Background: an optimization exercise with open tools, aiming at small area, a short achievable clock period and few clock cycles per item. Do not read the settings as production practice. RTL that was checked went through simulation tests only; none was proved equivalent to the original. The RTL of runs 3 to 5 was laid out without a check of its function. Power is estimated from default activity; no workload was simulated.

[flow/design.v]
module APB_Slave_or8
(   input       [7:0] sel,
    input       [7:0] d,
    output            y
);
    assign y = |(sel & d);
endmodule
module APB_Slave_nor2
(   input       [1:0] a,
    output            y
);
    assign y = ~|a;
endmodule
module APB_Slave_nand2
(   input       [1:0] a,
    output            y
);
    assign y = ~&a;
endmodule
module APB_Slave_rdbit
(   input       [31:0] sel,
    input       [31:0] d,
    output             q
);
    wire  [3:0] p;                                               
    wire  [1:0] n;                                               
    genvar k;
    generate
        for (k = 0; k < 4; k = k + 1) begin : g8
            APB_Slave_or8 u (.sel(sel[8*k+7:8*k]), .d(d[8*k+7:8*k]), .y(p[k]));
        end
        for (k = 0; k < 2; k = k + 1) begin : g16
            APB_Slave_nor2 u (.a(p[2*k+1:2*k]), .y(n[k]));
        end
    endgenerate
    APB_Slave_nand2 u32 (.a(n), .y(q));
endmodule
module APB_Slave_dec
(   input        [3:0] lo_n,                                     
    input        [3:0] lo_wr_n,                                  
    input        [7:0] hi_n,                                     
    output      [31:0] rsel,
    output      [31:0] wsel
);
    genvar g;
    generate
        for (g = 0; g < 32; g = g + 1) begin : w
            assign rsel[g] = ~(lo_n[g % 4]    | hi_n[g / 4]);
            assign wsel[g] = ~(lo_wr_n[g % 4] | hi_n[g / 4]);
        end
    endgenerate
endmodule
module APB_Slave#( parameter DWIDTH = 32, AWIDTH = 5)
(   input                                      PCLK,             
    input                                   PRESETn,             
    input                                     PSELx,             
    input                                   PENABLE,             
    input                        [AWIDTH-1:0] PADDR,             
    input                                    PWRITE,             
    input                       [DWIDTH-1:0] PWDATA,             
    output reg                  [DWIDTH-1:0] PRDATA,             
    output                                   PREADY,             
    output                                   PSLVERR             
);
    localparam DEPTH = 2**AWIDTH;
    localparam LANES = 4;
    localparam LW    = DWIDTH / LANES;
    reg           [DWIDTH-1:0] mem_arr[DEPTH-1:0];
    wire          [DWIDTH-1:0] rd_word;
    wire                       wr = PSELx && PENABLE && PWRITE;
    reg                  [3:0] lo_n, lo_wr_n;                    
    reg                  [7:0] hi_n;                             
    integer                    k;
    always @(*) begin
        for (k = 0; k < 4; k = k + 1) begin
            lo_n[k]    = ~(PADDR[1:0] == k);
            lo_wr_n[k] = ~(wr && PADDR[1:0] == k);
        end
        for (k = 0; k < 8; k = k + 1)
            hi_n[k]    = ~(PADDR[4:2] == k);
    end
    genvar l, g, b;
    generate
        for (l = 0; l < LANES; l = l + 1) begin : lane
            wire [DEPTH-1:0] rsel;                               
            wire [DEPTH-1:0] wsel;                               
            APB_Slave_dec u_dec (.lo_n(lo_n), .lo_wr_n(lo_wr_n), .hi_n(hi_n), .rsel(rsel), .wsel(wsel));
            for (g = 0; g < DEPTH; g = g + 1) begin : word
                always @(posedge PCLK)
                    if (wsel[g])
                        mem_arr[g][l*LW +: LW] <= PWDATA[l*LW +: LW];
            end
            for (b = l*LW; b < (l+1)*LW; b = b + 1) begin : rd
                wire [DEPTH-1:0] column;
                for (g = 0; g < DEPTH; g = g + 1) begin : col
                    assign column[g] = mem_arr[g][b];
                end
                APB_Slave_rdbit u_bit (.sel(rsel), .d(column), .q(rd_word[b]));
            end
        end
    endgenerate
always @(posedge PCLK)
begin
    PRDATA <= rd_word;
end
    assign PREADY  = 1'b1;
    assign PSLVERR = 1'b0;
endmodule
[flow/run.sh]
#!/bin/bash
# synth_recipe.tcl (not shown) runs the flow's synth.tcl, then flattens the netlist and writes it again
# the make line also repeats each setting of config.mk as NAME=value (left out here)
make -C /OpenROAD-flow-scripts/flow DESIGN_CONFIG=/design/flow/config.mk WORK_HOME=/design/flow/orfs CLKGATE_MAP_FILE= SYNTH_SCRIPT=/design/flow/synth_recipe.tcl finish
[flow/config.mk]
export PLATFORM = sky130hd
export DESIGN_NAME = APB_Slave
export DESIGN_NICKNAME = APB_Slave
export VERILOG_FILES = /design/flow/design.v
export SDC_FILE = /design/flow/constraint.sdc
export NUM_CORES = 4
export LEC_CHECK = 0
export CAP_MARGIN = 20
export CORE_MARGIN = 2
export CORE_UTILIZATION = 65
export CTS_CLUSTER_DIAMETER = 80
export CTS_CLUSTER_SIZE = 28
export SETUP_SLACK_MARGIN = 3.3
export SLEW_MARGIN = 20
export SYNTH_HIERARCHICAL = 1
[flow/constraint.sdc]
create_clock -name core_clock -period 5.5 [get_ports {PCLK}]
set_input_delay 1.1000 -clock core_clock [delete_from_list [all_inputs] [get_ports {PCLK}]]
set_output_delay 1.1000 -clock core_clock [all_outputs]
set_load 0.01 [all_outputs]
==> results.yml, run 1 <==
outcome:
  outcome: "no timing/DRC/antenna violations"
power_and_ir_drop:
  pwr_density_cell_nw_per_um2: 311.0
  p_leak_nw: 12.76
  p_sw_share_pct: 20.53
  comb_power_share_pct: 5.3
  cellInternalPower_w: 0.01078
  ir_drop_mv: 0.3414
  p_switching_w: 0.002784
  seqPwrFrac_pct: 65.6
  clockPowerShare_pct: 29.1
sta:
  tightestPinTransition_ns: 0.8532
  setup_viol: 0
  final-max-slew-violation-count: 0
  rsz0062_at_grt: "yes"
  hold_ws_ns: 0.5885
  clock_skew_ns: 0.02617
  finalCritPeriodShare_pct: 40.29
  tns_ns: 0
  maxSlewHeadroom_pct: 43.12
  post-route-min-period_ns: 2.216
  hold_viol_final: 0
  timing.fmax_ghz: 0.4512
yosys:
  synthCells: 2134
  syn-mean-instance-area_sq_um: 17.88
  yosys.area_share.xor_xnor_pct: 0
  netlist_area_sq_um: 38150
  synth-simple-area-share_pct: 5.854
  synth_cell_types: 16
  synthAdderAreaFrac_pct: 0
  ys_seq_area_share_pct: 82.28
  synth_nets: 2176
  ys_seq_elements: 1056
  synth_top_family_by_area: "compound AO/OA/AOI/OAI gates"
  yosys-mux-area-fraction_pct: 0
  synth_compound_area_share_pct: 10.08
  yosys_warnings: 8
critical_path:
  rr_worst_depth: 4
  worstPathRequired_ns: 5.98
  critPathKind: "in -> reg"
  path_max_fanout: 16
  critPathMaxStageDelay_ns: 0.25
  arrival_ns: 2.70
  path_cells: "buf_6 > nand2b_4 > buf_12 > buf_4 > nor2_2 > a22oi_1 > nand4_1 > nor2_1 > nand2_1"
  r2r_start: "mem_arr[24][24]"
  r2r_slack_ns: 4.20
  reg2reg_to: "PRDATA[24]"
  crit_path_top_delay_cell: "nand2b_4"
  start_kind: "input pin"
  worstSetupEndpointType: "register"
global_routing:
  grt_pass1_vias: 20402
  grt_pass1_wl_um: 132700
  grt_overflow: 0
  grt_usage_pct: 30.86
  antenna_found_initial: 1
  grt_max_degree: 33
cells_and_area:
  syn_to_final_growth_pct: 14.27
  drive_gt1_share_pct: 23.46
  design_area_sq_um: 43590
  fin_nets: 2340
  fillers: 3356
die:
  dieArea_sq_um: 60650
  core_area_sq_um: 57920
  io_pins: 76
  die_w_um: 246.3
  rows: 88
  die_h_um: 246.3
  start_util_pct: 65.87
run:
  maxCapViolCount: 0
placed_design:
  io_buffer_count: 72
  place_area_sq_um: 40820
  place_congestion: 0.8597
  dp_hpwl_um: 52120
worst_hold_path:
  hold_start: "mem_arr[22][7]"
  min_path_type: "reg -> reg"
  holdPathStages: 4
  min_to: "PRDATA[7]"
clock_network:
  cts_tree: "built"
  clk_pin_slew_ns: 0.10
  clockBufferDepth: 3
  root_buffer: "clkbuf_16"
  htreeDepth: 2
  cts.sinks: 1056
  clkLatencyLatePin_ns: 0.62
  hold_buffers: 0
  cts_made_buffers: 44
route:
  drc_errors: 0
  via_per_inst: 6.835
  wirelength_um: 92780
  drt_iter0_drc: 2793
  first_pass_iters: 6
  wl_per_cell_um: 29.95
  antenna_left: 0
  num_vias: 21176
-- flip-flops by register name, summed over array words and instances (netlist names) --
signal,cells
PRDATA,32
mem_arr,1024
-- critical path, delay by kind of cell --
kind	cells	cell delay [ns]
compound gates	1	0.24
buf+inv	3	0.57
simple gates	5	0.76
-- cells in the final DEF, fill, tap and decap left out, drive strengths merged --
cell type and instances:
edfxtp 1024, a22oi 512, or3b 4, nand4 128, bufinv 1, or2 2, clkdlybuf4s50 32, and3 1
bufbuf 3, dlygate4sd2 3, nand3b 3, nand3 3, clkbuf 77, diode 1, nand2 35, dfxtp 32
nand2b 6, clkinv 1, or3 2, nor2 321, conb 2, buf 139, inv 1
-- modules after synthesis, one instance, submodules excluded, excerpt --
module / copies in the design / area, sq um / cells inside / flip-flops and latches
APB_Slave: 1 / 31520 / 1078 / 1056
APB_Slave_dec: 4 / 405.4 / 80 / 0
APB_Slave_or8: 128 / 36.28 / 5 / 0
APB_Slave_nand2: 32 / 3.754 / 1 / 0
APB_Slave_nor2: 64 / 3.754 / 1 / 0
-- logic make-up after synthesis --
kind of cell,Yosys count
AND/OR/NAND/NOR,498
other,2
flip-flops,1056
buffers and inverters,66
AO/OA/AOI/OAI,512
-- per-stage QoR --
step                util (%)  worst slack (ns)  power (W)  instances
floorplan                  -             3.143   0.009346       2134
finish                 75.27             3.284    0.01356       3098
global placement       70.48             1.270   0.009690       2959
detailed placement     70.48             1.098   0.009708       2959
CTS                    74.34             3.297    0.01355       3084
global route           75.27             3.270    0.01390       3097
-- Yosys cell counts (all sizes together) --
| cell | number | area (sq um) |
|---|---|---|
| buf | 66 | 675.7 |
| and3 | 1 | 6.260 |
| nor2 | 321 | 1205 |
| dfxtp | 32 | 640.6 |
| a22oi | 512 | 3844 |
| or3 | 1 | 6.260 |
| nand4 | 128 | 800.8 |
| nand2b | 5 | 31.28 |
| or3b | 2 | 17.52 |
| or2 | 1 | 6.260 |
| nand3 | 2 | 10.01 |
| nand3b | 3 | 22.52 |
| edfxtp | 1024 | 30750 |
| conb | 2 | 7.510 |
| nand2 | 34 | 127.6 |
-- power groups by stage --
stage | registers (W) | logic, W | clock network [W]
after floorplan | 0.00909 | 0.000252 | 0
after global placement | 0.00907 | 0.000620 | 0
after detailed placement | 0.00907 | 0.000635 | 0
after CTS | 0.00889 | 0.000677 | 0.00398
after global routing | 0.00890 | 0.000744 | 0.00425
final | 0.00889 | 0.000715 | 0.00395
-- timing repair --
item | in CTS | in global routing
buffers inserted | 34 | 13
gates resized for setup | 303 | 104
cloned | 11 | 0
setup endpoints to repair | 1088 | 59
pin swaps | 11 | 8
-- how the worst max path moves through the flow --
stage	start	to	slack, ns
after floorplan	PWRITE	mem_arr[19][0]	3.14
after global placement	PWRITE	mem_arr[31][1]	1.27
after detailed placement	PENABLE	mem_arr[27][7]	1.10
after CTS	PRDATA[3]	PRDATA[3]	3.30
after global routing	PADDR[0]	PRDATA[28]	3.27
final	PADDR[0]	PRDATA[26]	3.28
-- final cells by class --
cell class	count	area, sq um	area share (%)
clock inverters	3	57.56	0.1320
repair buffers	177	1765	4.050
clock buffers	77	1299	2.979
diodes	1	2.502	0.005740
multi-input cells	1019	8108	18.60
well taps	765	957.2	2.196
flip-flops and latches	1056	31410	72.04
-- per-layer routing --
metal / global-route usage (%) / part of all wire [%] / vias to the layer above
li1: - / - / 9146
met3: 3.105 / 8.5 / 121
met2: 51.69 / 51 / 994
met5: 0 / 0 / -
met4: 6.839 / 2.2 / 0
met1: 44.91 / 39 / 10915
Testbench counts, summed over its fixed seeds: cycles 8,184, transfers 4,096.
==> run 2, diff against run 1 <==
--- a/flow/config.mk
+++ b/flow/config.mk
@@ -8,8 +8,9 @@
 export CAP_MARGIN = 20
 export CORE_MARGIN = 2
 export CORE_UTILIZATION = 65
+export CTS_BUF_LIST = sky130_fd_sc_hd__clkbuf_8 sky130_fd_sc_hd__clkbuf_16
 export CTS_CLUSTER_DIAMETER = 80
-export CTS_CLUSTER_SIZE = 28
+export CTS_CLUSTER_SIZE = 20
 export SETUP_SLACK_MARGIN = 3.3
 export SLEW_MARGIN = 20
 export SYNTH_HIERARCHICAL = 1
==> run 2 against run 1 <==
- clock skew down 0.016 ns
- sequential share of layout area down 0.29 points
- routed wire length down 0.41%
- fmax about the same
- sequential power about the same
- core utilization up 0.31 points
- non-clock buffer count down 1
- critical path depth down 1
- sequential cell count unchanged
- worst setup slack about the same
- power up 3.0%
- global-route usage about the same
- largest power group unchanged
- highest routed layer unchanged
==> results.yml, run 2 <==
yosys:
  synth_cell_types: 16
  yosys_most_used_dff: "edfxtp_1"
  netlist_area_sq_um: 38150
  syn-mean-instance-area_sq_um: 17.88
  synth.largest_area_cell: "edfxtp_1"
  synthTopCellsByArea: "edfxtp_1 (81%), a22oi_1 (10%), nor2_1 (3.2%), nand4_1 (2.1%), dfxtp_1 (1.7%)"
  synth_commonest_cells: "edfxtp_1 (1024), a22oi_1 (512), nor2_1 (321)"
  ys_seq_area_share_pct: 82.28
  synth-edff-count: 1024
  yosys_warnings: 8
  synthCells: 2134
  yosysMostFrequentCell: "edfxtp_1"
  yosysTopAreaCellShare_pct: 80.60
  synth_nets: 2176
  ys_seq_elements: 1056
  synthArstFlopShare_pct: 0
clock_network:
  cts_tree: "built"
  root_buffer: "clkbuf_16"
  cts.sinks: 1056
  clkLatencyLatePin_ns: 0.64
  cts_made_buffers: 58
  htreeDepth: 2
  clockBufferDepth: 3
  hold_buffers: 0
  clk_pin_slew_ns: 0.09
die:
  core_area_sq_um: 57920
  die_w_um: 246.3
  rows: 88
  dieArea_sq_um: 60650
  die_h_um: 246.3
  io_pins: 76
  start_util_pct: 65.87
global_routing:
  grt_overflow: 0
  antenna_found_initial: 1
  grt_max_degree: 33
  grt_usage_pct: 30.83
  grt_pass1_vias: 20573
  grt_pass1_wl_um: 132700
worst_hold_path:
  holdPathStages: 4
  hold_start: "mem_arr[22][19]"
  min_to: "PRDATA[19]"
  min_path_type: "reg -> reg"
power_and_ir_drop:
  pwr_density_cell_nw_per_um2: 319.0
  p_leak_nw: 13.11
  ir_drop_mv: 0.2617
route:
  wirelength_um: 92400
  num_vias: 21180
  wl_per_cell_um: 29.56
  via_per_inst: 6.775
  drt_iter0_drc: 2635
  antenna_left: 0
  first_pass_iters: 5
  drc_errors: 0
placed_design:
  place_area_sq_um: 40820
  io_buffer_count: 72
  dp_hpwl_um: 52120
  place_congestion: 0.8597
sta:
  finalCritPeriodShare_pct: 40.30
  clock_skew_ns: 0.01038
  tns_ns: 0
  final-max-slew-violation-count: 0
  timing.fmax_ghz: 0.4511
  rsz0062_at_grt: "yes"
  hold_viol_final: 0
  post-route-min-period_ns: 2.217
  maxSlewHeadroom_pct: 42.71
  setup_viol: 0
  tightestPinTransition_ns: 0.8593
critical_path:
  rr_worst_depth: 4
  worstSetupEndpointType: "register"
  reg2reg_to: "PRDATA[26]"
  arrival_ns: 2.74
  path_delay_family: "simple AND/OR/NAND/NOR gates"
  r2r_slack_ns: 4.19
  start_kind: "input pin"
  critPathMaxStageDelay_ns: 0.36
  crit_path_top_delay_cell: "or3b_4"
  path_max_fanout: 11
  worst-path-buf-inv: 2
  path_cells: "buf_4 > or3b_4 > buf_6 > nor2_4 > a22oi_1 > nand4_1 > nor2_1 > nand2_1"
  worstPathRequired_ns: 6.02
  critPathKind: "in -> reg"
  r2r_start: "mem_arr[24][26]"
cells_and_area:
  multi_input_area_sq_um: 7940
  fin_nets: 2353
  largest_reg_flops: 1024
  syn_to_final_growth_pct: 14.74
  design_area_sq_um: 43770
  fillers: 3337
  final_common_cell: "edfxtp_1"
  regMostFlops: "mem_arr"
  final_cell_mix: "edfxtp_1 (1024), a22oi_1 (481), nor2_4 (175)"
  reg_top3: "mem_arr x1024, PRDATA x32"
  seq_area_sq_um: 31410
  drive_gt1_share_pct: 22.02
  antenna_cells: 0
outcome:
  outcome: "no timing/DRC/antenna violations"
run:
  maxCapViolCount: 0
[run 2: worst max-delay path by stage]
stage          startpoint             end  slack, ns  depth (start not counted)
3_5_place_dp      PENABLE  mem_arr[27][7]       1.10                          5
3_3_place_gp       PWRITE  mem_arr[31][1]       1.27                          5
6_report         PADDR[3]       PRDATA[2]       3.28                          8
2_1_floorplan      PWRITE  mem_arr[19][0]       3.14                          4
5_1_grt          PADDR[4]      PRDATA[28]       3.26                          9
4_1_cts        PRDATA[12]      PRDATA[12]       3.28                          1
[run 2: worst min-delay path, cell delays in order, from the launching register on]
cell      delay (ns)
edfxtp_1        0.32
a22oi_1         0.06
nand4_1         0.08
nor2_1          0.04
nand2_1         0.06
[run 2: area by class of cell]
class / count / share of cell area, %
timing repair buffer: 176 / 4.019
clock inverter: 49 / 0.4230
clock buffer: 61 / 3.487
sequential: 1056 / 71.75
multi-input combinational: 1019 / 18.14
tap: 765 / 2.187
[run 2: cells by family after synthesis]
| group | share of synthesized area, % |
|---|---|
| DFF | 82.28 |
| and+or+nand+nor | 5.854 |
| other | 0.01969 |
| buffers and inverters | 1.771 |
| AOI/OAI and AO/OA | 10.08 |
[run 2: per-stage QoR]
stage | power, W | std cells | hold WS [ns] | util [%] | setup slack (ns)
after floorplan | 0.009346 | 2134 | 0.5144 | - | 3.143
after global placement | 0.009690 | 2959 | 0.5639 | 70.48 | 1.270
after detailed placement | 0.009708 | 2959 | 0.5749 | 70.48 | 1.098
after CTS | 0.01397 | 3113 | 0.5895 | 74.84 | 3.276
after global routing | 0.01433 | 3126 | 0.6227 | 75.58 | 3.260
final | 0.01397 | 3126 | 0.5909 | 75.58 | 3.283
[run 2: repair_timing]
item,4_1_cts,5_1_grt
resized for setup,286,80
pin swaps,10,8
gates cloned,11,0
setup buffers,33,13
setup endpoints to repair,1088,63
[run 2: power by group]
group	internal, W	leakage, nW	switching (W)
sequential	0.00887	9.48	0.0000199
combinational	0.000214	2.62	0.000497
clock	0.00200	1.01	0.00236
total	0.0111	13.1	0.00288
[run 2: layer usage]
layer	vias to the layer above	wire, um	track usage [%]
met2	1043	46630	51.27
met4	0	1887	6.910
met3	125	8123	4.444
met5	-	0	0
li1	9191	-	-
met1	10821	35770	44.20
[run 2: modules after synthesis (local to each module, per instance), a selection]
module           cell area, sq um  flops+latches
APB_Slave                   31520           1056
APB_Slave_dec               405.4              0
APB_Slave_or8               36.28              0
APB_Slave_nand2             3.754              0
APB_Slave_nor2              3.754              0
==> run 3, diff against run 2 <==
--- a/flow/design.v
+++ b/flow/design.v
@@ -50,6 +50,23 @@
         end
     endgenerate
 endmodule
+module APB_Slave_predec
+(   input        [4:0] addr,
+    input              wr,                                       
+    output reg   [3:0] lo_n,                                     
+    output reg   [3:0] lo_wr_n,                                  
+    output reg   [7:0] hi_n                                      
+);
+    integer k;
+    always @(*) begin
+        for (k = 0; k < 4; k = k + 1) begin
+            lo_n[k]    = ~(addr[1:0] == k);
+            lo_wr_n[k] = ~(wr && addr[1:0] == k);
+        end
+        for (k = 0; k < 8; k = k + 1)
+            hi_n[k]    = ~(addr[4:2] == k);
+    end
+endmodule
 module APB_Slave#( parameter DWIDTH = 32, AWIDTH = 5)
 (   input                                      PCLK,             
     input                                   PRESETn,             
@@ -68,22 +85,14 @@
     reg           [DWIDTH-1:0] mem_arr[DEPTH-1:0];
     wire          [DWIDTH-1:0] rd_word;
     wire                       wr = PSELx && PENABLE && PWRITE;
-    reg                  [3:0] lo_n, lo_wr_n;                    
-    reg                  [7:0] hi_n;                             
-    integer                    k;
-    always @(*) begin
-        for (k = 0; k < 4; k = k + 1) begin
-            lo_n[k]    = ~(PADDR[1:0] == k);
-            lo_wr_n[k] = ~(wr && PADDR[1:0] == k);
-        end
-        for (k = 0; k < 8; k = k + 1)
-            hi_n[k]    = ~(PADDR[4:2] == k);
-    end
     genvar l, g, b;
     generate
         for (l = 0; l < LANES; l = l + 1) begin : lane
             wire [DEPTH-1:0] rsel;                               
             wire [DEPTH-1:0] wsel;                               
+            wire [3:0] lo_n, lo_wr_n;                            
+            wire [7:0] hi_n;                                     
+            APB_Slave_predec u_predec (.addr(PADDR), .wr(wr), .lo_n(lo_n), .lo_wr_n(lo_wr_n), .hi_n(hi_n));
             APB_Slave_dec u_dec (.lo_n(lo_n), .lo_wr_n(lo_wr_n), .hi_n(hi_n), .rsel(rsel), .wsel(wsel));
             for (g = 0; g < DEPTH; g = g + 1) begin : word
                 always @(posedge PCLK)
--- a/flow/config.mk
+++ b/flow/config.mk
@@ -8,9 +8,8 @@
 export CAP_MARGIN = 20
 export CORE_MARGIN = 2
 export CORE_UTILIZATION = 65
-export CTS_BUF_LIST = sky130_fd_sc_hd__clkbuf_8 sky130_fd_sc_hd__clkbuf_16
-export CTS_CLUSTER_DIAMETER = 80
-export CTS_CLUSTER_SIZE = 20
+export CTS_CLUSTER_DIAMETER = 100
+export CTS_CLUSTER_SIZE = 24
 export SETUP_SLACK_MARGIN = 3.3
 export SLEW_MARGIN = 20
 export SYNTH_HIERARCHICAL = 1
==> run 3 against run 2 <==
- highest routed layer unchanged
- clock power fell by 7.1%
- largest cell class unchanged
- register-to-register slack improved by 0.03 ns
- core utilization down 0.070 points
- synthesized cell count rose by 2.2%
- still clean
- routed wire length fell by 3.6%
- via count is 1.3% higher
==> results.yml, run 3 <==
outcome:
  outcome: "no timing/DRC/antenna violations"
yosys:
  synth_nets: 2223
  yosys_warnings: 9
  yosys_most_used_dff: "edfxtp_1"
  ys_seq_elements: 1056
  yosysTopAreaCellShare_pct: 79.89
  synth_cell_types: 16
  synth_commonest_cells: "edfxtp_1 (1024), a22oi_1 (512), nor2_1 (320)"
  syn-mean-instance-area_sq_um: 17.65
  ys_seq_area_share_pct: 81.55
  synth.largest_area_cell: "edfxtp_1"
  synthTopCellsByArea: "edfxtp_1 (80%), a22oi_1 (10%), nor2_1 (3.1%), nand4_1 (2.1%), dfxtp_1 (1.7%)"
  synthArstFlopShare_pct: 0
  synthCells: 2181
  yosysMostFrequentCell: "edfxtp_1"
  synth-edff-count: 1024
  netlist_area_sq_um: 38490
sta:
  maxSlewHeadroom_pct: 62.77
  tightestPinTransition_ns: 0.5565
  clock_skew_ns: 0.02663
  finalCritPeriodShare_pct: 40.22
  final-max-slew-violation-count: 0
  post-route-min-period_ns: 2.212
  finalWorstSetupSlack_ns: 3.288
  timing.fmax_ghz: 0.4521
  hold_viol_final: 0
  setup_viol: 0
  tns_ns: 0
  rsz0062_at_grt: "yes"
global_routing:
  grt_usage_pct: 28.98
  grt_pass1_wl_um: 127900
  antenna_found_initial: 1
  grt_overflow: 0
  grt_max_degree: 33
  grt_pass1_vias: 20702
placed_design:
  dp_slack_ns: 1.134
  place_inst: 3014
  place_area_sq_um: 40920
  place_congestion: 0.8238
  io_buffer_count: 72
  dp_hpwl_um: 52200
worst_hold_path:
  min_to: "PRDATA[20]"
  min_path_type: "reg -> reg"
  hold_start: "mem_arr[22][20]"
  holdPathStages: 4
cells_and_area:
  regMostFlops: "mem_arr"
  reg_top3: "mem_arr x1024, PRDATA x32"
  fin_cells: 3215
  antenna_cells: 0
  syn_to_final_growth_pct: 15.35
  final_cell_mix: "edfxtp_1 (1024), a22oi_1 (458), nor2_4 (157)"
  largest_reg_flops: 1024
  drive_gt1_share_pct: 26.25
  final_common_cell: "edfxtp_1"
  design_area_sq_um: 44400
  fin_nets: 2444
route:
  via_per_inst: 6.672
  wl_per_cell_um: 27.71
  antenna_left: 0
  wirelength_um: 89100
  first_pass_iters: 6
  num_vias: 21450
  drt_iter0_drc: 2581
  drc_errors: 0
power_and_ir_drop:
  p_leak_nw: 13.11
  ir_drop_mv: 0.2818
  power_w: 0.01370
  pwr_density_cell_nw_per_um2: 308.5
run:
  maxCapViolCount: 0
critical_path:
  arrival_ns: 2.71
  r2r_slack_ns: 4.22
  rr_worst_depth: 4
  critPathMaxStageDelay_ns: 0.39
  worstPathRequired_ns: 6.00
  crit_path_top_delay_cell: "or3b_4"
  r2r_start: "mem_arr[11][9]"
  path_cells: "buf_8 > buf_12 > or3b_4 > nor2_4 > a22oi_1 > nand4_1 > nor2_2 > nand2_1"
  reg2reg_to: "PRDATA[9]"
  worstSetupEndpointType: "register"
  path_max_fanout: 8
  critPathKind: "in -> reg"
  start_kind: "input pin"
die:
  rows: 89
  dieArea_sq_um: 61180
  start_util_pct: 65.46
  core_area_sq_um: 58800
  die_w_um: 247.3
  die_h_um: 247.3
  io_pins: 76
clock_network:
  root_buffer: "clkbuf_16"
  cts.sinks: 1056
  htreeDepth: 2
  cts_tree: "built"
  clockBufferDepth: 3
  clkLatencyLatePin_ns: 0.62
  cts_made_buffers: 49
  clk_pin_slew_ns: 0.09
-- run 3: repair_timing --
item | in CTS | in global routing
pin swaps | 32 | 21
cloned | 4 | 2
setup buffers | 83 | 21
hold buffers | 0 | 0
endpoints found under the hold margin | 0 | 0
endpoints found under the setup margin | 1088 | 190
resized for setup | 410 | 55
-- run 3: layer usage --
metal	vias to the layer above	wire, um	track usage, %	share of wire [%]
met1	10985	35540	41.19	40
met4	0	2833	9.105	3.2
met3	142	6619	3.904	7.4
li1	9418	-	-	-
met5	-	0	0	0
met2	905	44110	47.58	50
-- run 3: stage by stage --
| step | hold WS [ns] | util (%) |
|---|---|---|
| final | 0.5557 | 75.51 |
| after global routing | 0.6098 | 75.51 |
| after CTS | 0.5625 | 74.70 |
| after detailed placement | 0.5487 | 69.59 |
| after global placement | 0.5415 | 69.60 |
| after floorplan | 0.5144 | - |
-- run 3: modules after synthesis, one instance, submodules excluded, a selection --
module,flip-flops and latches,cells inside,times used,cell area [sq um]
APB_Slave_nor2,0,1,64,3.754
APB_Slave_predec,0,16,4,111.4
APB_Slave_nand2,0,1,32,3.754
APB_Slave_dec,0,80,4,405.4
APB_Slave_or8,0,5,128,36.28
APB_Slave,1056,1061,1,31420
-- run 3: worst max path at each step --
stage | slack, ns | startpoint | to | cells after the start
finish | 3.29 | PADDR[3] | PRDATA[9] | 8
global route | 3.26 | PADDR[3] | PRDATA[0] | 9
CTS | 3.28 | PRDATA[23] | PRDATA[23] | 1
detailed placement | 1.13 | PADDR[0] | PRDATA[27] | 7
global placement | 1.17 | PADDR[1] | PRDATA[16] | 7
floorplan | 3.10 | PWRITE | mem_arr[0][0] | 4
-- run 3: power by group --
part           leakage (nW)  internal [W]  switching [W]
Sequential             9.48       0.00887      0.0000225
Clock                 0.679       0.00176        0.00229
Combinational          2.95      0.000250       0.000497
-- run 3: critical path, delay by kind of cell --
kind            cells  cell delay [ns]
buf+inv             2             0.29
compound gates      1             0.30
simple gates        5             1.01
-- run 3: layout make-up --
cell class / count / area (sq um)
clock buffers: 90 / 1423
clock inverters: 1 / 8.758
fillers: 3422 / 14400
flip-flops and latches: 1056 / 31410
well taps: 773 / 967.2
multi-input cells: 1059 / 8332
repair buffers: 236 / 2257
-- run 3: logic make-up after synthesis --
group | share of synthesized area, %
compound gates | 9.986
simple gates | 6.687
other cells | 0.01951
flops | 81.55
buf+inv | 1.755
==> run 4, diff against run 3 <==
==> flow/design.v (replaced) <==
module APB_Slave_mux4
(   input       [1:0] s,
    input       [3:0] d,
    output            y
);
    assign y = d[s];
endmodule
module APB_Slave_or8
(   input       [7:0] sel,
    input       [7:0] d,
    output            y
);
    assign y = |(sel & d);
endmodule
module APB_Slave_rdbit
(   input        [1:0] lo,                                       
    input        [7:0] hi,                                       
    input       [31:0] d,
    output             q
);
    wire [7:0] m;                                                
    genvar k;
    generate
        for (k = 0; k < 8; k = k + 1) begin : g4
            APB_Slave_mux4 u (.s(lo), .d(d[4*k+3:4*k]), .y(m[k]));
        end
    endgenerate
    APB_Slave_or8 u8 (.sel(hi), .d(m), .y(q));
endmodule
module APB_Slave_dec
(   input        [3:0] lo_wr_n,                                  
    input        [7:0] hi_n,                                     
    output       [7:0] hi,                                       
    output      [31:0] wsel
);
    genvar g;
    generate
        for (g = 0; g < 32; g = g + 1) begin : w
            assign wsel[g] = ~(lo_wr_n[g % 4] | hi_n[g / 4]);
        end
    endgenerate
    assign hi = ~hi_n;
endmodule
module APB_Slave#( parameter DWIDTH = 32, AWIDTH = 5)
(   input                                      PCLK,             
    input                                   PRESETn,             
    input                                     PSELx,             
    input                                   PENABLE,             
    input                        [AWIDTH-1:0] PADDR,             
    input                                    PWRITE,             
    input                       [DWIDTH-1:0] PWDATA,             
    output reg                  [DWIDTH-1:0] PRDATA,             
    output                                   PREADY,             
    output                                   PSLVERR             
);
    localparam DEPTH = 2**AWIDTH;
    localparam LANES = 4;
    localparam LW    = DWIDTH / LANES;
    reg           [DWIDTH-1:0] mem_arr[DEPTH-1:0];
    wire          [DWIDTH-1:0] rd_word;
    wire                       wr = PSELx && PENABLE && PWRITE;
    reg                  [3:0] lo_wr_n;                          
    reg                  [7:0] hi_n;                             
    integer                    k;
    always @(*) begin
        for (k = 0; k < 4; k = k + 1)
            lo_wr_n[k] = ~(wr && PADDR[1:0] == k);
        for (k = 0; k < 8; k = k + 1)
            hi_n[k]    = ~(PADDR[4:2] == k);
    end
    genvar l, g, b;
    generate
        for (l = 0; l < LANES; l = l + 1) begin : lane
            wire       [7:0] hi;                                 
            wire [DEPTH-1:0] wsel;                               
            APB_Slave_dec u_dec (.lo_wr_n(lo_wr_n), .hi_n(hi_n), .hi(hi), .wsel(wsel));
            for (g = 0; g < DEPTH; g = g + 1) begin : word
                always @(posedge PCLK)
                    if (wsel[g])
                        mem_arr[g][l*LW +: LW] <= PWDATA[l*LW +: LW];
            end
            for (b = l*LW; b < (l+1)*LW; b = b + 1) begin : rd
                wire [DEPTH-1:0] column;
                for (g = 0; g < DEPTH; g = g + 1) begin : col
                    assign column[g] = mem_arr[g][b];
                end
                APB_Slave_rdbit u_bit (.lo(PADDR[1:0]), .hi(hi), .d(column), .q(rd_word[b]));
            end
        end
    endgenerate
always @(posedge PCLK)
begin
    PRDATA <= rd_word;
end
    assign PREADY  = 1'b1;
    assign PSLVERR = 1'b0;
endmodule
==> run 4 against run 3 <==
- count of clock-buffer cells in the layout unchanged
- non-clock buffer count down 53
- die area up 1.9%
- largest cell class unchanged
- worst setup slack worse by 0.0088 ns
- clock skew down 0.0070 ns
- final cell count down 16%
- still clean on timing, DRC and antenna
- critical endpoint is now PRDATA[25]
- power up 1.2%
- global-route usage up 0.34 points
- design area up 2.0%
==> results.yml, run 4 <==
cells_and_area:
  antenna_cells: 0
  drive_gt1_share_pct: 36.56
  fin_cells: 2716
  final_cell_mix: "edfxtp_1 (1024), mux4_2 (256), nor2_4 (124)"
  largest_reg_flops: 1024
  regMostFlops: "mem_arr"
  syn_to_final_growth_pct: 15.44
  fin_nets: 1936
  final_common_cell: "edfxtp_1"
  fillers: 3156
  design_area_sq_um: 45270
  reg_top3: "mem_arr x1024, PRDATA x32"
  fin_util_pct: 75.43
placed_design:
  dp_hpwl_um: 45190
  place_congestion: 0.7608
  place_area_sq_um: 41180
  dp_slack_ns: 1.288
  io_buffer_count: 72
  place_inst: 2517
power_and_ir_drop:
  ir_drop_mv: 0.3309
  p_leak_nw: 13.85
  p_sw_share_pct: 20.65
  clockPowerShare_pct: 29.5
  p_switching_w: 0.002863
  pwr_density_cell_nw_per_um2: 306.3
  comb_power_share_pct: 6.3
  seqPwrFrac_pct: 64.2
  cellInternalPower_w: 0.01100
route:
  antenna_left: 0
  drc_errors: 0
  wirelength_um: 89880
  first_pass_iters: 5
  via_per_inst: 6.881
  num_vias: 18688
  wl_per_cell_um: 33.09
  drt_iter0_drc: 2154
clock_network:
  clockBufferDepth: 3
  clk_pin_slew_ns: 0.09
  root_buffer: "clkbuf_16"
  hold_buffers: 0
  cts_tree: "built"
  cts_made_buffers: 49
  htreeDepth: 2
  clkLatencyLatePin_ns: 0.64
  cts.sinks: 1056
critical_path:
  rr_worst_depth: 3
  r2r_slack_ns: 3.98
  critPathKind: "in -> reg"
  arrival_ns: 2.71
  path_max_fanout: 13
  worstSetupEndpointType: "register"
  worstPathRequired_ns: 5.99
  reg2reg_to: "PRDATA[7]"
  start_kind: "input pin"
  r2r_start: "mem_arr[11][7]"
die:
  rows: 90
  die_w_um: 249.6
  core_area_sq_um: 60020
  start_util_pct: 65.34
  io_pins: 76
  dieArea_sq_um: 62320
  die_h_um: 249.6
sta:
  maxSlewHeadroom_pct: 55.33
  clock_skew_ns: 0.01962
  tightestPinTransition_ns: 0.6700
  rsz0062_at_grt: "yes"
  setup_viol: 0
  tns_ns: 0
  post-route-min-period_ns: 2.221
  hold_viol_final: 0
  finalWorstSetupSlack_ns: 3.279
  timing.fmax_ghz: 0.4503
  final-max-slew-violation-count: 0
  finalCritPeriodShare_pct: 40.38
worst_hold_path:
  holdPathStages: 3
  hold_start: "mem_arr[25][19]"
  min_to: "PRDATA[19]"
  min_path_type: "reg -> reg"
yosys:
  yosys-mux-area-fraction_pct: 14.70
  netlist_area_sq_um: 39220
  synth-simple-area-share_pct: 1.978
  yosys_warnings: 8
  yosys_most_used_dff: "edfxtp_1"
  synth_compound_area_share_pct: 2.450
  synth-edff-count: 1024
  synthCells: 1668
  synth.largest_area_cell: "edfxtp_1"
  synthAdderAreaFrac_pct: 0
  yosys.area_share.xor_xnor_pct: 0
  yosysTopAreaCellShare_pct: 78.40
  ys_seq_area_share_pct: 80.04
  yosysMostFrequentCell: "edfxtp_1"
  synthTopCellsByArea: "edfxtp_1 (78%), mux4_2 (15%), a22oi_1 (2.5%), dfxtp_1 (1.6%), nor2_1 (1.2%)"
  synthArstFlopShare_pct: 0
  synth_top_family_by_area: "multiplexers"
  syn-mean-instance-area_sq_um: 23.51
  synth_cell_types: 17
  synth_commonest_cells: "edfxtp_1 (1024), mux4_2 (256), nor2_1 (129)"
  ys_seq_elements: 1056
  synth_nets: 1710
global_routing:
  grt_overflow: 0
  grt_pass1_vias: 18686
  grt_pass1_wl_um: 129600
  antenna_found_initial: 3
  grt_usage_pct: 29.31
  grt_max_degree: 58
outcome:
  outcome: "no timing/DRC/antenna violations"
run:
  maxCapViolCount: 0
[run 4: changes by cell type in the layout (fill, tap and decap cells not counted), sizes merged, moves of 5 or more]
cell	previous run	this run
nand3	8	2
nand2	36	2
clkdlybuf4s50	32	1
inv	1	32
mux4	0	256
bufbuf	0	5
buf	199	170
nor2	320	129
nand4	128	33
nand3b	20	4
a22oi	512	128
or3b	16	5
nand2b	8	2
[run 4: cell families (layout without fill, tap and decap cells)]
kind of cell | count (synthesis) | count (layout)
other | 2 | 2
buffers and inverters | 51 | 307
multiplexers | 256 | 256
AND/OR/NAND/NOR | 175 | 185
flip-flops | 1056 | 1056
AO/OA/AOI/OAI | 128 | 128
[run 4: per-module statistics from Yosys, one instance, submodules excluded, excerpt]
module	cell area, sq um	flops+latches
APB_Slave_or8	36.28	0
APB_Slave_mux4	22.52	0
APB_Slave_dec	195.2	0
APB_Slave	31510	1056
[run 4: area by class of cell]
| cell class | count | area, sq um | area share (%) |
|---|---|---|---|
| inverter | 33 | 131.4 | 0.2902 |
| clock inverter | 1 | 8.758 | 0.01935 |
| clock buffer | 90 | 1423 | 3.142 |
| sequential | 1056 | 31420 | 69.41 |
| tap | 782 | 978.4 | 2.161 |
| multi-input combinational | 571 | 8853 | 19.56 |
| timing repair buffer | 183 | 2456 | 5.425 |
[run 4: critical path: stages]
cell	delay [ns]
bufbuf_16	0.33
clkbuf_16	0.26
mux4_2	0.52
a22oi_1	0.34
nand4_1	0.13
[run 4: repair_timing]
| action | 4_1_cts | 5_1_grt |
|---|---|---|
| setup endpoints to repair | 1088 | 489 |
| gates cloned | 25 | 3 |
| resized for setup | 432 | 39 |
| pin swaps | 40 | 14 |
| setup buffers | 72 | 8 |
[run 4: how the worst max path moves through the flow]
| stage | from | slack (ns) | end |
|---|---|---|---|
| 3_5_place_dp | PADDR[0] | 1.29 | PRDATA[17] |
| 4_1_cts | PENABLE | 3.27 | mem_arr[24][1] |
| 3_3_place_gp | PADDR[0] | 1.30 | PRDATA[17] |
| 2_1_floorplan | PADDR[0] | 3.01 | mem_arr[29][0] |
| 5_1_grt | PRDATA[8] | 3.27 | PRDATA[8] |
| 6_report | PADDR[0] | 3.28 | PRDATA[25] |
[run 4: layer usage]
layer,routed length [um],GRT usage (%)
met1,34790,44.00
met2,45550,47.58
met3,7824,4.099
met4,1672,6.282
met5,40,0
[run 4: per-stage QoR]
stage	hold slack, ns	total power (W)
final	0.6992	0.01387
after global routing	0.7397	0.01425
after CTS	0.7069	0.01392
after detailed placement	0.6876	0.009800
after global placement	0.6867	0.009779
after floorplan	0.6472	0.009370
[run 4: power by group through the flow]
stage | combinational [W] | clock, W | sequential [W]
after floorplan | 0.000289 | 0 | 0.00908
after global placement | 0.000701 | 0 | 0.00908
after detailed placement | 0.000718 | 0 | 0.00908
after CTS | 0.000864 | 0.00415 | 0.00891
after global routing | 0.000919 | 0.00443 | 0.00890
final | 0.000877 | 0.00409 | 0.00890
==> run 5, diff against run 4 <==
--- a/flow/config.mk
+++ b/flow/config.mk
@@ -10,6 +10,6 @@
 export CORE_UTILIZATION = 65
 export CTS_CLUSTER_DIAMETER = 100
 export CTS_CLUSTER_SIZE = 24
-export SETUP_SLACK_MARGIN = 3.3
+export SETUP_SLACK_MARGIN = 3.45
 export SLEW_MARGIN = 20
 export SYNTH_HIERARCHICAL = 1
==> run 5 against run 4 <==
- die area unchanged
- routed wire length up 3.1%
- fmax up 0.29%
- critical path type is now reg -> out
==> results.yml, run 5 <==
outcome:
  outcome: "no timing/DRC/antenna violations"
power_and_ir_drop:
  p_leak_nw: 14.01
  p_switching_w: 0.002895
  comb_power_share_pct: 6.6
  pwr_density_cell_nw_per_um2: 304.2
  clockPowerShare_pct: 29.4
  ir_drop_mv: 0.3385
  cellInternalPower_w: 0.01102
  seqPwrFrac_pct: 63.9
  p_sw_share_pct: 20.80
clock_network:
  cts.sinks: 1056
  cts_made_buffers: 49
  cts_tree: "built"
  htreeDepth: 2
  root_buffer: "clkbuf_16"
  clkLatencyLatePin_ns: 0.64
  hold_buffers: 0
  clk_pin_slew_ns: 0.09
  clockBufferDepth: 3
sta:
  hold_viol_final: 0
  setup_viol: 0
  tightestPinTransition_ns: 0.6897
  tns_ns: 0
  rsz0062_at_grt: "yes"
  timing.fmax_ghz: 0.4516
  hold_ws_ns: 0.7243
  finalCritPeriodShare_pct: 40.26
  final-max-slew-violation-count: 0
  clock_skew_ns: 0.01781
  post-route-min-period_ns: 2.214
  maxSlewHeadroom_pct: 54.02
cells_and_area:
  largest_reg_flops: 1024
  final_cell_mix: "edfxtp_1 (1024), mux4_2 (256), nor2_4 (126)"
  reg_top3: "mem_arr x1024, PRDATA x32"
  syn_to_final_growth_pct: 16.64
  final_common_cell: "edfxtp_1"
  regMostFlops: "mem_arr"
  drive_gt1_share_pct: 37.89
  fin_nets: 1949
  fin_cells: 2731
yosys:
  synth_nets: 1710
  synthCells: 1668
  synthArstFlopShare_pct: 0
  synth-edff-count: 1024
  ys_seq_area_share_pct: 80.04
  ys_seq_elements: 1056
  synth.largest_area_cell: "edfxtp_1"
  netlist_area_sq_um: 39220
  synth_commonest_cells: "edfxtp_1 (1024), mux4_2 (256), nor2_1 (129)"
  syn-mean-instance-area_sq_um: 23.51
  yosys_warnings: 8
  synth_cell_types: 17
  yosysTopAreaCellShare_pct: 78.40
  synthTopCellsByArea: "edfxtp_1 (78%), mux4_2 (15%), a22oi_1 (2.5%), dfxtp_1 (1.6%), nor2_1 (1.2%)"
  yosysMostFrequentCell: "edfxtp_1"
  yosys_most_used_dff: "edfxtp_1"
critical_path:
  path_max_fanout: 1
  worstPathRequired_ns: 4.40
  r2r_slack_ns: 3.95
  worstSetupEndpointType: "output port"
  r2r_start: "mem_arr[16][29]"
  path_delay_family: "flip-flops"
  worst-path-buf-inv: 1
  start_kind: "register"
  arrival_ns: 1.11
  startpoint: "PRDATA[3]"
  crit_path_top_delay_cell: "dfxtp_2"
  critPathKind: "reg -> out"
  path_cells: "buf_6"
  critPathMaxStageDelay_ns: 0.38
route:
  met3_length_um: 8241
  num_vias: 18859
  drc_errors: 0
  first_pass_iters: 5
  drt_iter0_drc: 2095
  wl_per_cell_um: 33.95
  maxUsedRoutingLayer: "met4"
  antenna_left: 0
  drt-met1-wl_um: 35010
  via_per_inst: 6.906
  route.met2.wl_um: 47290
  wirelength_um: 92700
placed_design:
  io_buffer_count: 72
  place_congestion: 0.7922
  place_inst: 2519
  dp_hpwl_um: 45130
global_routing:
  grt_usage_pct: 29.64
  grt_max_degree: 57
  antenna_found_initial: 0
  grt_pass1_wl_um: 130300
  grt_overflow: 0
  grt_pass1_vias: 18756
die:
  core_area_sq_um: 60020
  rows: 90
  die_w_um: 249.6
  start_util_pct: 65.34
  die_h_um: 249.6
  dieArea_sq_um: 62320
  io_pins: 76
run:
  maxCapViolCount: 0
worst_hold_path:
  hold_start: "mem_arr[23][17]"
  min_path_type: "reg -> reg"
==> run 5: cell types whose count changed in the layout (fill, tap and decap cells not counted), moves of 4 or more <==
cell / before / now
a22oi_1: 84 / 77
dfxtp_1: 6 / 10
dfxtp_2: 26 / 22
buf_6: 33 / 28
a22oi_2: 44 / 51
inv_4: 0 / 8
buf_2: 38 / 44
clkbuf_16: 54 / 59
inv_1: 31 / 19
buf_16: 17 / 30
==> run 5: power by group through the flow <==
stage / registers (W) / logic (W) / clock network [W]
floorplan: 0.00908 / 0.000300 / 0
global placement: 0.00908 / 0.000717 / 0
detailed placement: 0.00908 / 0.000734 / 0
CTS: 0.00890 / 0.000878 / 0.00414
global route: 0.00890 / 0.000962 / 0.00442
finish: 0.00890 / 0.000922 / 0.00410
==> run 5: cell families (layout without fill, tap and decap cells) <==
kind of cell           count (synthesis)  after routing  synth area share, %
flip-flops                          1056           1056                80.04
multiplexers                         256            256                14.70
AND/OR/NAND/NOR                      175            183                1.978
AO/OA/AOI/OAI                        128            128                2.450
buffers and inverters                 51            323               0.8135
other                                  2              3              0.01915
==> run 5: worst paths after layout <==
path | to | depth (start not counted)
setup reg to reg | PRDATA[29] | 3
setup / recovery | PRDATA[3] | 1
hold / removal | PRDATA[17] | 3
hold reg to reg | PRDATA[17] | 3
==> run 5: per-stage QoR <==
step | setup slack (ns) | util [%] | area, sq um | total power, W
finish | 3.286 | 76.22 | 45750 | 0.01392
detailed placement | 1.566 | 69.10 | 41480 | 0.009815
global placement | 1.657 | 69.10 | 41480 | 0.009794
floorplan | 3.025 | - | 39840 | 0.009381
global route | 3.258 | 76.21 | 45740 | 0.01428
CTS | 3.257 | 75.46 | 45290 | 0.01392
==> run 5: repair_timing <==
action | in CTS | in global routing
hold endpoints to repair | 0 | 0
cloned | 32 | 9
pin swaps | 60 | 21
gates resized for setup | 430 | 55
setup endpoints to repair | 1981 | 262
buffers inserted | 64 | 14
==> run 5: modules after synthesis, one instance, submodules excluded, excerpt <==
module,copies in the design,cells inside
APB_Slave,1,1076
APB_Slave_dec,4,44
APB_Slave_mux4,256,1
APB_Slave_or8,32,5
==> run 5: layer usage <==
layer | global-route usage [%] | vias up
li1 | - | 7713
met1 | 42.57 | 10045
met2 | 49.30 | 970
met3 | 4.714 | 131
met4 | 6.902 | 0
met5 | 0 | -
==> run 5: layout make-up <==
type	count	area, sq um
Antenna cell	1	2.502
Clock buffer	91	1426
Clock inverter	1	8.758
Fill cell	3114	14270
Inverter	33	175.2
Multi-Input combinational cell	569	8884
Sequential cell	1056	31420
Tap cell	782	978.4
Timing Repair Buffer	198	2853

## afterwards: timing with drivers on the ports
No port has a modelled driver above. Below, the same layouts with a new extraction and two added sets of constraints. Step 1 (the two cells are an assumption about what drives the block):
set clk [get_ports {PCLK}]
set_driving_cell -lib_cell sky130_fd_sc_hd__clkbuf_16 $clk
set_driving_cell -lib_cell sky130_fd_sc_hd__buf_2 [delete_from_list [all_inputs] $clk]
Step 2 also shifts input and output timing later by t, the mid clock arrival at the registers, as if the neighbouring blocks saw the same clock. a / b / c = ideal ports / drivers / drivers and shift; a / b = the first two.
run	shift t [ns]	slack for setup (ns)	clock arrival spread, ns	slew at the worst register clock pin (ns)	cell pins on the clock port's net
run 1	0.676	3.284 / 3.263 / 2.623	0.031 / 0.031	0.11 / 0.11	1
run 2	0.702	3.283 / 3.246 / 2.607	0.019 / 0.020	0.09 / 0.09	1
run 3	0.672	3.288 / 3.259 / 2.598	0.031 / 0.031	0.10 / 0.10	1
run 4	0.685	3.279 / 3.032 / 2.347	0.032 / 0.032	0.10 / 0.10	1
run 5	0.694	3.286 / 2.970 / 2.276	0.028 / 0.028	0.10 / 0.10	1
After both steps setup and hold are still met in every run listed. The setup slack of run 5, which loses most, moves by -0.316 ns with the drivers and by -1.010 ns with both steps.
